From an optimization exercise on the open Yosys and OpenROAD flow, aimed at small area and a short achievable clock period; shortcuts taken in it are not production practice. At most, simulation tests tie the RTL to the original design; equivalence was not proved. The flow treats the clock pin as an ideal source, which a real chip does not have. Power figures rest on the tool's default switching activity, not on a simulated workload.

==> lagoon: inputs <==
==> flow/design.v (excerpt) <==
module adder_tree
#(
    parameter   NB_IN               = 16,
    parameter   IN_WIDTH            = 16,
    parameter   OUT_WIDTH           = IN_WIDTH+NB_IN,
    parameter   USE_PIPE            = 0
)
(
    input   wire                        clk,
    input   wire                        aresetn,
    input   wire [NB_IN*IN_WIDTH-1:0]   data_in,
    input   wire                        data_in_en,
    output  reg [OUT_WIDTH-1:0]        data_out,
    output  reg                        data_out_en
);
==> flow/config.mk <==
export PLATFORM = sky130hd
export DESIGN_NAME = adder_tree
export DESIGN_NICKNAME = adder_tree
export VERILOG_FILES = /design/flow/design.v
export SDC_FILE = /design/flow/constraint.sdc
export NUM_CORES = 4
export LEC_CHECK = 0
export CAP_MARGIN = 20
export CORE_MARGIN = 2
export CORE_UTILIZATION = 60
export PLACE_DENSITY = 0.75
export SLEW_MARGIN = 20
export SYNTH_HIERARCHICAL = 1
export SYNTH_MINIMUM_KEEP_SIZE = 0
==> flow/constraint.sdc <==
create_clock -name core_clock -period 7.0 [get_ports {clk}]
set_input_delay 1.4000 -clock core_clock [delete_from_list [all_inputs] [get_ports {clk}]]
set_output_delay 1.4000 -clock core_clock [all_outputs]
set_load 0.01 [all_outputs]
standard.sh (not shown) runs the stock make flow with config.mk's settings and CLKGATE_MAP_FILE= SYNTH_SCRIPT=/design/flow/synth_recipe.tcl, a recipe that flattens the netlist after the stock synthesis.
==> flow/flow/run.sh <==
#!/bin/bash
# Own layout flow: the standard ORFS flow (standard.sh, unchanged synthesis),
# with the port buffers chosen explicitly (small buf_1 on inputs, buf_2 on outputs)
# instead of the default clkdlybuf4s50_1 delay buffers.
set -euo pipefail
here=$(pwd)
export PRE_GLOBAL_PLACE_TCL=$here/flow/pre_gp.tcl
export CTS_ARGS="-sink_clustering_enable -repair_clock_nets -dont_use_dummy_load -buf_list sky130_fd_sc_hd__clkbuf_8"
bash standard.sh > $here/orfs_flow.log 2>&1
==> flow/flow/pre_gp.tcl <==
# Sourced by ORFS global_place.tcl before it buffers the ports: make its
# buffer_ports call put buf_1 on every input and buf_2 on every output.
rename buffer_ports orfs_buffer_ports
proc buffer_ports { args } {
  orfs_buffer_ports -inputs -buffer_cell sky130_fd_sc_hd__buf_1
  orfs_buffer_ports -outputs -buffer_cell sky130_fd_sc_hd__buf_2
}
==> inputs of tundra, as changes to lagoon <==
--- a/flow/design.v
+++ b/flow/design.v
@@ -455,97 +455,15 @@
 wire s219;
 wire c219;
 wire s220;
 wire c220;
 reg [34:0] p2;
 wire [19:0] cpa_a = {1'b0, p2[33], p2[31], p2[29], p2[27], p2[25], p2[23], p2[21], p2[19], p2[17], p2[15], p2[13], p2[11], p2[10], p2[7], p2[5], p2[4], p2[3], p2[2], p2[0]};
 wire [19:0] cpa_b = {1'b0, p2[34], p2[32], p2[30], p2[28], p2[26], p2[24], p2[22], p2[20], p2[18], p2[16], p2[14], p2[12], p2[9], p2[8], p2[6], 1'b0, 1'b0, 1'b0, p2[1]};
-wire [19:0] cpa_g = cpa_a & cpa_b;
-wire [19:0] cpa_p = cpa_a ^ cpa_b;
-wire pg0 = cpa_g[1] | (cpa_p[1] & cpa_g[0]);
-wire pp0 = cpa_p[1] & cpa_p[0];
-wire pg1 = cpa_g[3] | (cpa_p[3] & cpa_g[2]);
-wire pp1 = cpa_p[3] & cpa_p[2];
-wire pg2 = cpa_g[5] | (cpa_p[5] & cpa_g[4]);
-wire pp2 = cpa_p[5] & cpa_p[4];
-wire pg3 = cpa_g[7] | (cpa_p[7] & cpa_g[6]);
-wire pp3 = cpa_p[7] & cpa_p[6];
-wire pg4 = cpa_g[9] | (cpa_p[9] & cpa_g[8]);
-wire pp4 = cpa_p[9] & cpa_p[8];
-wire pg5 = cpa_g[11] | (cpa_p[11] & cpa_g[10]);
-wire pp5 = cpa_p[11] & cpa_p[10];
-wire pg6 = cpa_g[13] | (cpa_p[13] & cpa_g[12]);
-wire pp6 = cpa_p[13] & cpa_p[12];
-wire pg7 = cpa_g[15] | (cpa_p[15] & cpa_g[14]);
-wire pp7 = cpa_p[15] & cpa_p[14];
-wire pg8 = cpa_g[17] | (cpa_p[17] & cpa_g[16]);
-wire pp8 = cpa_p[17] & cpa_p[16];
-wire pg9 = cpa_g[19] | (cpa_p[19] & cpa_g[18]);
-wire pp9 = cpa_p[19] & cpa_p[18];
-wire pg10 = cpa_g[2] | (cpa_p[2] & pg0);
-wire pp10 = cpa_p[2] & pp0;
-wire pg11 = pg1 | (pp1 & pg0);
-wire pp11 = pp1 & pp0;
-wire pg12 = cpa_g[6] | (cpa_p[6] & pg2);
-wire pp12 = cpa_p[6] & pp2;
-wire pg13 = pg3 | (pp3 & pg2);
-wire pp13 = pp3 & pp2;
-wire pg14 = cpa_g[10] | (cpa_p[10] & pg4);
-wire pp14 = cpa_p[10] & pp4;
-wire pg15 = pg5 | (pp5 & pg4);
-wire pp15 = pp5 & pp4;
-wire pg16 = cpa_g[14] | (cpa_p[14] & pg6);
-wire pp16 = cpa_p[14] & pp6;
-wire pg17 = pg7 | (pp7 & pg6);
-wire pp17 = pp7 & pp6;
-wire pg18 = cpa_g[18] | (cpa_p[18] & pg8);
-wire pp18 = cpa_p[18] & pp8;
-wire pg19 = pg9 | (pp9 & pg8);
-wire pp19 = pp9 & pp8;
-wire pg20 = cpa_g[4] | (cpa_p[4] & pg11);
-wire pp20 = cpa_p[4] & pp11;
-wire pg21 = pg2 | (pp2 & pg11);
-wire pp21 = pp2 & pp11;
-wire pg22 = pg12 | (pp12 & pg11);
-wire pp22 = pp12 & pp11;
-wire pg23 = pg13 | (pp13 & pg11);
-wire pp23 = pp13 & pp11;
-wire pg24 = cpa_g[12] | (cpa_p[12] & pg15);
-wire pp24 = cpa_p[12] & pp15;
-wire pg25 = pg6 | (pp6 & pg15);
-wire pp25 = pp6 & pp15;
-wire pg26 = pg16 | (pp16 & pg15);
-wire pp26 = pp16 & pp15;
-wire pg27 = pg17 | (pp17 & pg15);
-wire pp27 = pp17 & pp15;
-wire pg28 = cpa_g[8] | (cpa_p[8] & pg23);
-wire pp28 = cpa_p[8] & pp23;
-wire pg29 = pg4 | (pp4 & pg23);
-wire pp29 = pp4 & pp23;
-wire pg30 = pg14 | (pp14 & pg23);
-wire pp30 = pp14 & pp23;
-wire pg31 = pg15 | (pp15 & pg23);
-wire pp31 = pp15 & pp23;
-wire pg32 = pg24 | (pp24 & pg23);
-wire pp32 = pp24 & pp23;
-wire pg33 = pg25 | (pp25 & pg23);
-wire pp33 = pp25 & pp23;
-wire pg34 = pg26 | (pp26 & pg23);
-wire pp34 = pp26 & pp23;
-wire pg35 = pg27 | (pp27 & pg23);
-wire pp35 = pp27 & pp23;
-wire pg36 = cpa_g[16] | (cpa_p[16] & pg35);
-wire pp36 = cpa_p[16] & pp35;
-wire pg37 = pg8 | (pp8 & pg35);
-wire pp37 = pp8 & pp35;
-wire pg38 = pg18 | (pp18 & pg35);
-wire pp38 = pp18 & pp35;
-wire pg39 = pg19 | (pp19 & pg35);
-wire pp39 = pp19 & pp35;
-wire [19:0] cpa_s = cpa_p ^ {pg38, pg37, pg36, pg35, pg34, pg33, pg32, pg31, pg30, pg29, pg28, pg23, pg22, pg21, pg20, pg11, pg10, pg0, cpa_g[0], 1'b0};
+wire [19:0] cpa_s = cpa_a + cpa_b;
 adder_tree_fa u_fa0 (.a(data_in[0]), .b(data_in[112]), .c(data_in[128]), .s(s0), .co(c0));
 adder_tree_fa u_fa1 (.a(data_in[144]), .b(data_in[160]), .c(data_in[16]), .s(s1), .co(c1));
 adder_tree_fa u_fa2 (.a(data_in[176]), .b(data_in[192]), .c(data_in[208]), .s(s2), .co(c2));
 adder_tree_fa u_fa3 (.a(data_in[224]), .b(data_in[240]), .c(data_in[32]), .s(s3), .co(c3));
 adder_tree_fa u_fa4 (.a(data_in[48]), .b(data_in[64]), .c(data_in[80]), .s(s4), .co(c4));
 adder_tree_fa u_fa5 (.a(data_in[96]), .b(s0), .c(s1), .s(s5), .co(c5));
 adder_tree_fa u_fa6 (.a(s2), .b(s3), .c(s4), .s(s6), .co(c6));
==> flow/flow/run.sh (replaced) <==
#!/bin/bash
# Own layout flow: the standard ORFS flow (standard.sh, unchanged synthesis),
# with the port buffers chosen explicitly (small buf_1 on inputs, buf_2 on outputs)
# instead of the default clkdlybuf4s50_1 delay buffers.
set -euo pipefail
here=$(pwd)
export PRE_GLOBAL_PLACE_TCL=$here/flow/pre_gp.tcl
export CTS_ARGS="-sink_clustering_enable -repair_clock_nets -dont_use_dummy_load"
bash standard.sh > $here/orfs_flow.log 2>&1
- CORE_UTILIZATION: 60 -> 40
- PLACE_DENSITY: 0.75 -> unset
==> notes <==
In sequential power, lagoon and tundra hardly differ.
Non-clock buffer count is the same in tundra and lagoon.
In tundra the cell area is higher than in lagoon, by about 5%.
Between tundra and lagoon, the lower combinational power is in lagoon (gap about 16%, measured against lagoon).
==> figures <==
|  | lagoon | tundra |
|---|---|---|
| Vias per inst | 4.85 | 4.41 |
| Core ar. | 14500 sq um | 22600 sq um |
| Met3 demand-to-capacity share in global routing | 5.06% | 3.76% |
| Fraction of standard cell area that is sequential | 35.9% | 34.2% |
| Proportion of synthesized area in mux cells | 0% | 0.109% |
| Multi-input combinational area share | 49.1% | 48.8% |
| Result of the run | timing/DRC/antenna clean | timing/DRC/antenna clean |
| Post-Synthesis Mean Instance Area | 17.9 sq um | 16.9 sq um |
| Power consumed by combinational cells | 1.89 mW | 2.19 mW |
| Internal power | 2.59 mW | 2.91 mW |

==> inputs of build 10 <==
adder_tree, a different RTL version from the one above (not shown whole).
export LEC_CHECK = 0
export CAP_MARGIN = 20
export CORE_MARGIN = 2
export CORE_UTILIZATION = 60
export SLEW_MARGIN = 20
export SYNTH_HIERARCHICAL = 1
export SYNTH_MINIMUM_KEEP_SIZE = 0
create_clock -name core_clock -period 7.0 [get_ports {clk}]
==> flow/flow/run.sh <==
#!/bin/bash
# Own layout flow: the standard ORFS flow (standard.sh, unchanged synthesis),
# with the port buffers chosen explicitly (small buf_1 on inputs, buf_2 on outputs)
# instead of the default clkdlybuf4s50_1 delay buffers.
set -euo pipefail
here=$(pwd)
export PRE_GLOBAL_PLACE_TCL=$here/flow/pre_gp.tcl
export CTS_ARGS="-sink_clustering_enable -repair_clock_nets -dont_use_dummy_load -buf_list sky130_fd_sc_hd__clkbuf_8"
bash standard.sh > $here/orfs_flow.log 2>&1
Scripts as last shown in full above: flow/flow/pre_gp.tcl
==> trial 49: changes against build 10 <==
--- a/flow/design.v
+++ b/flow/design.v
@@ -476,63 +476,77 @@
 wire pg6 = cpa_g[13] | (cpa_p[13] & cpa_g[12]);
 wire pp6 = cpa_p[13] & cpa_p[12];
 wire pg7 = cpa_g[15] | (cpa_p[15] & cpa_g[14]);
 wire pp7 = cpa_p[15] & cpa_p[14];
 wire pg8 = cpa_g[17] | (cpa_p[17] & cpa_g[16]);
 wire pp8 = cpa_p[17] & cpa_p[16];
 wire pg9 = cpa_g[19] | (cpa_p[19] & cpa_g[18]);
 wire pp9 = cpa_p[19] & cpa_p[18];
-wire pg10 = pg1 | (pp1 & pg0);
-wire pp10 = pp1 & pp0;
-wire pg11 = pg3 | (pp3 & pg2);
-wire pp11 = pp3 & pp2;
-wire pg12 = pg5 | (pp5 & pg4);
-wire pp12 = pp5 & pp4;
-wire pg13 = pg7 | (pp7 & pg6);
-wire pp13 = pp7 & pp6;
-wire pg14 = pg9 | (pp9 & pg8);
-wire pp14 = pp9 & pp8;
-wire pg15 = pg11 | (pp11 & pg10);
-wire pp15 = pp11 & pp10;
-wire pg16 = pg13 | (pp13 & pg12);
-wire pp16 = pp13 & pp12;
-wire pg17 = pg16 | (pp16 & pg15);
-wire pp17 = pp16 & pp15;
-wire pg18 = pg12 | (pp12 & pg15);
-wire pp18 = pp12 & pp15;
-wire pg19 = pg14 | (pp14 & pg17);
-wire pp19 = pp14 & pp17;
-wire pg20 = pg2 | (pp2 & pg10);
-wire pp20 = pp2 & pp10;
-wire pg21 = pg4 | (pp4 & pg15);
-wire pp21 = pp4 & pp15;
-wire pg22 = pg6 | (pp6 & pg18);
-wire pp22 = pp6 & pp18;
-wire pg23 = pg8 | (pp8 & pg17);
-wire pp23 = pp8 & pp17;
-wire pg24 = cpa_g[2] | (cpa_p[2] & pg0);
-wire pp24 = cpa_p[2] & pp0;
-wire pg25 = cpa_g[4] | (cpa_p[4] & pg10);
-wire pp25 = cpa_p[4] & pp10;
-wire pg26 = cpa_g[6] | (cpa_p[6] & pg20);
-wire pp26 = cpa_p[6] & pp20;
-wire pg27 = cpa_g[8] | (cpa_p[8] & pg15);
-wire pp27 = cpa_p[8] & pp15;
-wire pg28 = cpa_g[10] | (cpa_p[10] & pg21);
-wire pp28 = cpa_p[10] & pp21;
-wire pg29 = cpa_g[12] | (cpa_p[12] & pg18);
-wire pp29 = cpa_p[12] & pp18;
-wire pg30 = cpa_g[14] | (cpa_p[14] & pg22);
-wire pp30 = cpa_p[14] & pp22;
-wire pg31 = cpa_g[16] | (cpa_p[16] & pg17);
-wire pp31 = cpa_p[16] & pp17;
-wire pg32 = cpa_g[18] | (cpa_p[18] & pg23);
-wire pp32 = cpa_p[18] & pp23;
-wire [19:0] cpa_s = cpa_p ^ {pg32, pg23, pg31, pg17, pg30, pg22, pg29, pg18, pg28, pg21, pg27, pg15, pg26, pg20, pg25, pg10, pg24, pg0, cpa_g[0], 1'b0};
+wire pg10 = cpa_g[2] | (cpa_p[2] & pg0);
+wire pp10 = cpa_p[2] & pp0;
+wire pg11 = pg1 | (pp1 & pg0);
+wire pp11 = pp1 & pp0;
+wire pg12 = cpa_g[6] | (cpa_p[6] & pg2);
+wire pp12 = cpa_p[6] & pp2;
+wire pg13 = pg3 | (pp3 & pg2);
+wire pp13 = pp3 & pp2;
+wire pg14 = cpa_g[10] | (cpa_p[10] & pg4);
+wire pp14 = cpa_p[10] & pp4;
+wire pg15 = pg5 | (pp5 & pg4);
+wire pp15 = pp5 & pp4;
+wire pg16 = cpa_g[14] | (cpa_p[14] & pg6);
+wire pp16 = cpa_p[14] & pp6;
+wire pg17 = pg7 | (pp7 & pg6);
+wire pp17 = pp7 & pp6;
+wire pg18 = cpa_g[18] | (cpa_p[18] & pg8);
+wire pp18 = cpa_p[18] & pp8;
+wire pg19 = pg9 | (pp9 & pg8);
+wire pp19 = pp9 & pp8;
+wire pg20 = cpa_g[4] | (cpa_p[4] & pg11);
+wire pp20 = cpa_p[4] & pp11;
+wire pg21 = pg2 | (pp2 & pg11);
+wire pp21 = pp2 & pp11;
+wire pg22 = pg12 | (pp12 & pg11);
+wire pp22 = pp12 & pp11;
+wire pg23 = pg13 | (pp13 & pg11);
+wire pp23 = pp13 & pp11;
+wire pg24 = cpa_g[12] | (cpa_p[12] & pg15);
+wire pp24 = cpa_p[12] & pp15;
+wire pg25 = pg6 | (pp6 & pg15);
+wire pp25 = pp6 & pp15;
+wire pg26 = pg16 | (pp16 & pg15);
+wire pp26 = pp16 & pp15;
+wire pg27 = pg17 | (pp17 & pg15);
+wire pp27 = pp17 & pp15;
+wire pg28 = cpa_g[8] | (cpa_p[8] & pg23);
+wire pp28 = cpa_p[8] & pp23;
+wire pg29 = pg4 | (pp4 & pg23);
+wire pp29 = pp4 & pp23;
+wire pg30 = pg14 | (pp14 & pg23);
+wire pp30 = pp14 & pp23;
+wire pg31 = pg15 | (pp15 & pg23);
+wire pp31 = pp15 & pp23;
+wire pg32 = pg24 | (pp24 & pg23);
+wire pp32 = pp24 & pp23;
+wire pg33 = pg25 | (pp25 & pg23);
+wire pp33 = pp25 & pp23;
+wire pg34 = pg26 | (pp26 & pg23);
+wire pp34 = pp26 & pp23;
+wire pg35 = pg27 | (pp27 & pg23);
+wire pp35 = pp27 & pp23;
+wire pg36 = cpa_g[16] | (cpa_p[16] & pg35);
+wire pp36 = cpa_p[16] & pp35;
+wire pg37 = pg8 | (pp8 & pg35);
+wire pp37 = pp8 & pp35;
+wire pg38 = pg18 | (pp18 & pg35);
+wire pp38 = pp18 & pp35;
+wire pg39 = pg19 | (pp19 & pg35);
+wire pp39 = pp19 & pp35;
+wire [19:0] cpa_s = cpa_p ^ {pg38, pg37, pg36, pg35, pg34, pg33, pg32, pg31, pg30, pg29, pg28, pg23, pg22, pg21, pg20, pg11, pg10, pg0, cpa_g[0], 1'b0};
 adder_tree_fa u_fa0 (.a(data_in[0]), .b(data_in[112]), .c(data_in[128]), .s(s0), .co(c0));
 adder_tree_fa u_fa1 (.a(data_in[144]), .b(data_in[160]), .c(data_in[16]), .s(s1), .co(c1));
 adder_tree_fa u_fa2 (.a(data_in[176]), .b(data_in[192]), .c(data_in[208]), .s(s2), .co(c2));
 adder_tree_fa u_fa3 (.a(data_in[224]), .b(data_in[240]), .c(data_in[32]), .s(s3), .co(c3));
 adder_tree_fa u_fa4 (.a(data_in[48]), .b(data_in[64]), .c(data_in[80]), .s(s4), .co(c4));
 adder_tree_fa u_fa5 (.a(data_in[96]), .b(s0), .c(s1), .s(s5), .co(c5));
 adder_tree_fa u_fa6 (.a(s2), .b(s3), .c(s4), .s(s6), .co(c6));
 adder_tree_fa u_fa7 (.a(data_in[113]), .b(data_in[129]), .c(data_in[145]), .s(s7), .co(c7));
==> flow/flow/run.sh (replaced) <==
#!/bin/bash
# Own layout flow: the standard ORFS flow (standard.sh, unchanged synthesis),
# with the port buffers chosen explicitly (small buf_1 on inputs, buf_2 on outputs)
# instead of the default clkdlybuf4s50_1 delay buffers.
set -euo pipefail
here=$(pwd)
export PRE_GLOBAL_PLACE_TCL=$here/flow/pre_gp.tcl
export POST_CTS_TCL=$here/flow/post_cts.tcl
export CTS_ARGS="-sink_clustering_enable -repair_clock_nets -dont_use_dummy_load -buf_list sky130_fd_sc_hd__clkbuf_8"
bash standard.sh > $here/orfs_flow.log 2>&1
==> flow/flow/post_cts.tcl (new file) <==
# Sourced by ORFS cts.tcl after its own timing repair: upsize cells on the
# critical paths until the setup slack reaches the margin (no buffering).
log_cmd repair_timing -setup -setup_margin 4.70 -sequence "sizeup,swap" -skip_last_gasp
detailed_placement
check_placement -verbose
==> build 51: changes against build 10 <==
--- a/flow/design.v
+++ b/flow/design.v
@@ -454,85 +454,17 @@
 wire c218;
 wire s219;
 wire c219;
 wire s220;
 wire c220;
 reg [34:0] p2;
 wire [19:0] cpa_a = {1'b0, p2[33], p2[31], p2[29], p2[27], p2[25], p2[23], p2[21], p2[19], p2[17], p2[15], p2[13], p2[11], p2[10], p2[7], p2[5], p2[4], p2[3], p2[2], p2[0]};
 wire [19:0] cpa_b = {1'b0, p2[34], p2[32], p2[30], p2[28], p2[26], p2[24], p2[22], p2[20], p2[18], p2[16], p2[14], p2[12], p2[9], p2[8], p2[6], 1'b0, 1'b0, 1'b0, p2[1]};
-wire [19:0] cpa_g = cpa_a & cpa_b;
-wire [19:0] cpa_p = cpa_a ^ cpa_b;
-wire pg0 = cpa_g[1] | (cpa_p[1] & cpa_g[0]);
-wire pp0 = cpa_p[1] & cpa_p[0];
-wire pg1 = cpa_g[3] | (cpa_p[3] & cpa_g[2]);
-wire pp1 = cpa_p[3] & cpa_p[2];
-wire pg2 = cpa_g[5] | (cpa_p[5] & cpa_g[4]);
-wire pp2 = cpa_p[5] & cpa_p[4];
-wire pg3 = cpa_g[7] | (cpa_p[7] & cpa_g[6]);
-wire pp3 = cpa_p[7] & cpa_p[6];
-wire pg4 = cpa_g[9] | (cpa_p[9] & cpa_g[8]);
-wire pp4 = cpa_p[9] & cpa_p[8];
-wire pg5 = cpa_g[11] | (cpa_p[11] & cpa_g[10]);
-wire pp5 = cpa_p[11] & cpa_p[10];
-wire pg6 = cpa_g[13] | (cpa_p[13] & cpa_g[12]);
-wire pp6 = cpa_p[13] & cpa_p[12];
-wire pg7 = cpa_g[15] | (cpa_p[15] & cpa_g[14]);
-wire pp7 = cpa_p[15] & cpa_p[14];
-wire pg8 = cpa_g[17] | (cpa_p[17] & cpa_g[16]);
-wire pp8 = cpa_p[17] & cpa_p[16];
-wire pg9 = cpa_g[19] | (cpa_p[19] & cpa_g[18]);
-wire pp9 = cpa_p[19] & cpa_p[18];
-wire pg10 = pg1 | (pp1 & pg0);
-wire pp10 = pp1 & pp0;
-wire pg11 = pg3 | (pp3 & pg2);
-wire pp11 = pp3 & pp2;
-wire pg12 = pg5 | (pp5 & pg4);
-wire pp12 = pp5 & pp4;
-wire pg13 = pg7 | (pp7 & pg6);
-wire pp13 = pp7 & pp6;
-wire pg14 = pg9 | (pp9 & pg8);
-wire pp14 = pp9 & pp8;
-wire pg15 = pg11 | (pp11 & pg10);
-wire pp15 = pp11 & pp10;
-wire pg16 = pg13 | (pp13 & pg12);
-wire pp16 = pp13 & pp12;
-wire pg17 = pg16 | (pp16 & pg15);
-wire pp17 = pp16 & pp15;
-wire pg18 = pg12 | (pp12 & pg15);
-wire pp18 = pp12 & pp15;
-wire pg19 = pg14 | (pp14 & pg17);
-wire pp19 = pp14 & pp17;
-wire pg20 = pg2 | (pp2 & pg10);
-wire pp20 = pp2 & pp10;
-wire pg21 = pg4 | (pp4 & pg15);
-wire pp21 = pp4 & pp15;
-wire pg22 = pg6 | (pp6 & pg18);
-wire pp22 = pp6 & pp18;
-wire pg23 = pg8 | (pp8 & pg17);
-wire pp23 = pp8 & pp17;
-wire pg24 = cpa_g[2] | (cpa_p[2] & pg0);
-wire pp24 = cpa_p[2] & pp0;
-wire pg25 = cpa_g[4] | (cpa_p[4] & pg10);
-wire pp25 = cpa_p[4] & pp10;
-wire pg26 = cpa_g[6] | (cpa_p[6] & pg20);
-wire pp26 = cpa_p[6] & pp20;
-wire pg27 = cpa_g[8] | (cpa_p[8] & pg15);
-wire pp27 = cpa_p[8] & pp15;
-wire pg28 = cpa_g[10] | (cpa_p[10] & pg21);
-wire pp28 = cpa_p[10] & pp21;
-wire pg29 = cpa_g[12] | (cpa_p[12] & pg18);
-wire pp29 = cpa_p[12] & pp18;
-wire pg30 = cpa_g[14] | (cpa_p[14] & pg22);
-wire pp30 = cpa_p[14] & pp22;
-wire pg31 = cpa_g[16] | (cpa_p[16] & pg17);
-wire pp31 = cpa_p[16] & pp17;
-wire pg32 = cpa_g[18] | (cpa_p[18] & pg23);
-wire pp32 = cpa_p[18] & pp23;
-wire [19:0] cpa_s = cpa_p ^ {pg32, pg23, pg31, pg17, pg30, pg22, pg29, pg18, pg28, pg21, pg27, pg15, pg26, pg20, pg25, pg10, pg24, pg0, cpa_g[0], 1'b0};
+wire [19:0] cpa_s = cpa_a + cpa_b;
 adder_tree_fa u_fa0 (.a(data_in[0]), .b(data_in[112]), .c(data_in[128]), .s(s0), .co(c0));
 adder_tree_fa u_fa1 (.a(data_in[144]), .b(data_in[160]), .c(data_in[16]), .s(s1), .co(c1));
 adder_tree_fa u_fa2 (.a(data_in[176]), .b(data_in[192]), .c(data_in[208]), .s(s2), .co(c2));
 adder_tree_fa u_fa3 (.a(data_in[224]), .b(data_in[240]), .c(data_in[32]), .s(s3), .co(c3));
 adder_tree_fa u_fa4 (.a(data_in[48]), .b(data_in[64]), .c(data_in[80]), .s(s4), .co(c4));
 adder_tree_fa u_fa5 (.a(data_in[96]), .b(s0), .c(s1), .s(s5), .co(c5));
 adder_tree_fa u_fa6 (.a(s2), .b(s3), .c(s4), .s(s6), .co(c6));
 adder_tree_fa u_fa7 (.a(data_in[113]), .b(data_in[129]), .c(data_in[145]), .s(s7), .co(c7));
Settings changed: CORE_UTILIZATION 60 to 40.
==> qor summary <==
|  | trial 49 | build 51 | build 10 |
|---|---|---|---|
| Total power density per cell area | 386 mW/mm2 | 403 mW/mm2 | 380 mW/mm2 |
| Status | finished clean | finished clean | finished clean |
| Int Pwr | 2.65 mW | 2.70 mW | 2.56 mW |
| Total wire length after detailed routing | 14400 um | 16300 um | 14400 um |
| Total cell area at the placement stage | 0.0102 mm2 | 0.0105 mm2 | 0.0102 mm2 |
| Peak ir drop on the vdd network | 173 uV | 141 uV | 164 uV |
| Area used by sequential logic in the layout | 0.00375 mm2 | 0.00374 mm2 | 0.00374 mm2 |
| Num CTS Buffers | - | 17 | 17 |
| Post-detail-place hpwl | 12900 um | 14500 um | 13100 um |
| Die footprint | 0.0159 mm2 | 0.0241 mm2 | 0.0159 mm2 |
| P_leak | 4.09 nW | 4.10 nW | 4.12 nW |
| Fraction of area in multi-input gates | 0.489 | 0.497 | 0.487 |
| Post-CTS setup buffer count | - | 0 | 0 |
| Area of the placeable core | 0.0145 mm2 | 0.0226 mm2 | 0.0145 mm2 |
| Number of levels in the clock H-tree | - | 4 | 4 |
| Xor/xnor cell area share of the yosys netlist | 0.0107 | 0.0143 | 0.00784 |
| Data required time at the worst endpoint | 7.31 ns | 7.31 ns | 7.32 ns |
| Largest driver fanout on the critical path | 1 | 1 | 3 |
Only the layout flow was run in build 10; the RTL was not checked for function there.

## separate check: timing with driven ports
In the flow no input, the clock included, has a driving cell. The finished layouts below were timed again as built, in two steps.
Step 1 assumes that a clkbuf_16 drives the clock port and a buf_2 every other input.
Step 2 adds t to the input delays and takes it off the output delays; t is the mean of the earliest and latest rising clock arrival at the registers after step 1. Input paths then give back, and output paths get back, about the clock's delay inside the block.
a / b / c = no drivers / after step 1 / after step 2; a / b = the first two.
run	shift t [ns]	setup WS [ns]	worst setup path at the end	worst slew at a driven data input, ns	pins driven straight from the clock port
lagoon	0.480	4.631 / 4.608 / 4.311	input to register	0.04	1
tundra	0.456	4.634 / 4.634 / 4.315	input to register	0.04	1
build 10	0.461	4.605 / 4.605 / 4.345	input to register	0.04	1
trial 49	0.467	4.660 / 4.642 / 4.292	input to register	0.04	1
build 51	0.485	4.623 / 4.617 / 4.319	input to register	0.04	1
After both steps setup and hold are still met in every run listed. The setup slack of trial 49, which loses most, moves by -0.018 ns with the drivers and by -0.368 ns with both steps.
